Source: an optimization exercise on an open RTL-to-GDS flow (aim: small area). Production flows keep margins and buffers that such runs may drop. The RTL was checked by simulation tests, not by an equivalence proof against the original design. The flow treats the clock pin as an ideal source, which a real chip does not have.

==> flow/design.v <==
module Binary_mul_16_1_bi (P, A, B, clk, rst_n, en);
    input signed [15:0] A;
    input signed [15:0] B;
    input clk, rst_n, en;
    output [30:0] P;
    reg  [30:2] Pr;
    assign P = {Pr, (A[1] & B[0]) ^ (A[0] & B[1]), A[0] & B[0]};
    reg  [2:0]  k;
    reg  [15:0] H;
    reg         b_lo;
    wire        b_hi = B[{k, 1'b1}];
    wire        b_mi = B[{k, 1'b0}];
    wire one = b_mi ^ b_lo;
    wire two = (b_hi & ~b_mi & ~b_lo) | (~b_hi & b_mi & b_lo);
    wire neg = b_hi;
    wire [17:0] ax  = {{2{A[15]}}, A};
    wire [17:0] ax2 = {A[15], A, 1'b0};
    wire [17:0] hx  = {{2{H[15]}}, H};
    wire        run = (k != 3'd0);
    wire [17:0] pp, ac, T;
    wire [18:0] c;
    assign c[0] = neg;
    genvar i;
    generate
        for (i = 0; i < 18; i = i + 1) begin : g_add
            assign pp[i] = ((one & ax[i]) | (two & ax2[i])) ^ neg;
            assign ac[i] = run & hx[i];
            assign T[i]  = ac[i] ^ pp[i] ^ c[i];
            assign c[i+1] = (ac[i] & pp[i]) | (ac[i] & c[i]) | (pp[i] & c[i]);
        end
    endgenerate
    always @(posedge clk or negedge rst_n) begin
        if (!rst_n) k <= 3'd0;
        else        k <= k + 3'd1;
    end
    always @(posedge clk) begin
        H <= T[17:2];
        b_lo <= b_hi & (k != 3'd7);
        case (k)
            3'd1: Pr[3:2]   <= T[1:0];
            3'd2: Pr[5:4]   <= T[1:0];
            3'd3: Pr[7:6]   <= T[1:0];
            3'd4: Pr[9:8]   <= T[1:0];
            3'd5: Pr[11:10] <= T[1:0];
            3'd6: Pr[13:12] <= T[1:0];
            3'd7: Pr[30:14] <= T[16:0];
            default: ;
        endcase
    end
endmodule
clock: 10.0 ns
lec_check: 0
cap_margin: 20
core_margin: 2
core_utilization: 40
slew_margin: 20
standard.sh (not shown) runs the stock make flow with config.mk's settings and CLKGATE_MAP_FILE= SYNTH_SCRIPT=/design/flow/synth_recipe.tcl, a recipe that flattens the netlist after the stock synthesis.
==> flow/flow/run.sh <==
#!/bin/bash
# ORFS layout through the standard.sh, with three changes:
#  - synthesis is the standard script with an area-oriented ABC mapping
#    script (flow/area.abc); registers are untouched;
#  - port buffers use the smallest buffer cell;
#  - clock tree: a single clock buffer (flow/cts_hook.tcl) in place of
#    TritonCTS's two-level tree.
# Each tool's full output stays in orfs/logs; make's output goes to flow.log.
set -euo pipefail
W=$PWD
export MY_ABC_SCRIPT=$W/flow/area.abc
export ONE_CLOCK_BUFFER=sky130_fd_sc_hd__clkbuf_8
bash standard.sh \
  "SYNTH_SCRIPT=$W/flow/synth.tcl" \
  'BUFFER_PORTS_ARGS=-buffer_cell sky130_fd_sc_hd__buf_1' \
  "PRE_CTS_TCL=$W/flow/cts_hook.tcl" \
  finish > flow.log 2>&1
==> flow/flow/area.abc <==
strash
&get -n
&st
&dch -f
&nf -R 1000
&put
topo
==> flow/flow/cts_hook.tcl <==
# Clock tree: one clock buffer, placed at the centre of the registers,
# drives every register's clock pin (all registers see the same clock).
rename clock_tree_synthesis orfs_clock_tree_synthesis
proc clock_tree_synthesis {args} {
  set block [ord::get_db_block]
  set sx 0.0
  set sy 0.0
  set n 0
  foreach inst [$block getInsts] {
    if { [[$inst getMaster] isSequential] } {
      set box [$inst getBBox]
      set sx [expr { $sx + ([$box xMin] + [$box xMax]) / 2.0 }]
      set sy [expr { $sy + ([$box yMin] + [$box yMax]) / 2.0 }]
      incr n
    }
  }
  set x [ord::dbu_to_microns [expr { int($sx / $n) }]]
  set y [ord::dbu_to_microns [expr { int($sy / $n) }]]
  puts "Clock buffer at ($x, $y) for $n registers"
  insert_buffer -buffer_cell $::env(ONE_CLOCK_BUFFER) -net clk -location [list $x $y] \
    -buffer_name clkbuf_root -net_name clknet_root
  [$block findNet clknet_root] setSigType CLOCK
  [$block findNet clk] setSigType CLOCK
  set_propagated_clock [all_clocks]
}
==> flow/flow/synth.tcl <==
proc synth {args} { yosys synth -nofsm -noshare {*}$args }
set fh [open $::env(SCRIPTS_DIR)/synth.tcl]
set body [read $fh]
close $fh
set body [string map [list {log_cmd abc {*}$abc_args} {log_cmd abc {*}[lreplace $abc_args 1 1 $::env(MY_ABC_SCRIPT)]}] $body]
uplevel #0 $body
# left out here: clear keep_hierarchy, flatten, clean up, hide names made inside functions, write 1_2_yosys.v
The baseline stopped in clock tree synthesis (4_1_cts).
Change:
==> flow/flow/run.sh (replaced) <==
#!/bin/bash
# ORFS layout through the standard.sh, with three changes:
#  - synthesis is the standard script with an area-oriented ABC mapping
#    script (flow/area.abc); registers are untouched;
#  - port buffers use the smallest buffer cell;
#  - clock tree: a small tree without dummy loads.
# Each tool's full output stays in orfs/logs; make's output goes to flow.log.
set -euo pipefail
W=$PWD
export MY_ABC_SCRIPT=$W/flow/area.abc
bash standard.sh \
  "SYNTH_SCRIPT=$W/flow/synth.tcl" \
  'BUFFER_PORTS_ARGS=-buffer_cell sky130_fd_sc_hd__buf_1' \
  "CTS_ARGS=-sink_clustering_enable -repair_clock_nets -dont_use_dummy_load -buf_list sky130_fd_sc_hd__clkbuf_8 -root_buf sky130_fd_sc_hd__clkbuf_8 -sink_clustering_size 50 -sink_clustering_max_diameter 400" \
  finish > flow.log 2>&1
removed: flow/flow/cts_hook.tcl
Effect:
- This time the run passed the timing, design-rule and antenna checks
- synthesized area stays the same
- synthesized cell count is unchanged

[separate check: timing with driven ports]
The flow's constraints put no driver on any port. The routed layout listed below was extracted and timed again, unchanged, in two steps. Step 1 assumes that a clkbuf_16 drives the clock port and a buf_2 every other input. Step 2, shift: input delay + t, output delay - t, t = (earliest + latest rising clock arrival at the registers) / 2. This alone moves slack from input paths to output paths. Slacks: ideal / step 1 / step 2; pairs: ideal / step 1.
run: the second run
t (ns): 0.316
setup slack, ns: 0.419 / 0.423 / 0.107
hold slack, ns: 0.652 / 0.652 / 0.652
clock arrival spread, ns: 0.018 / 0.018
cell pins on the clock port's net: 1
After both steps setup and hold are still met in the second run. For the second run, drivers alone change the setup slack by +0.004 ns; drivers and shift together by -0.312 ns.
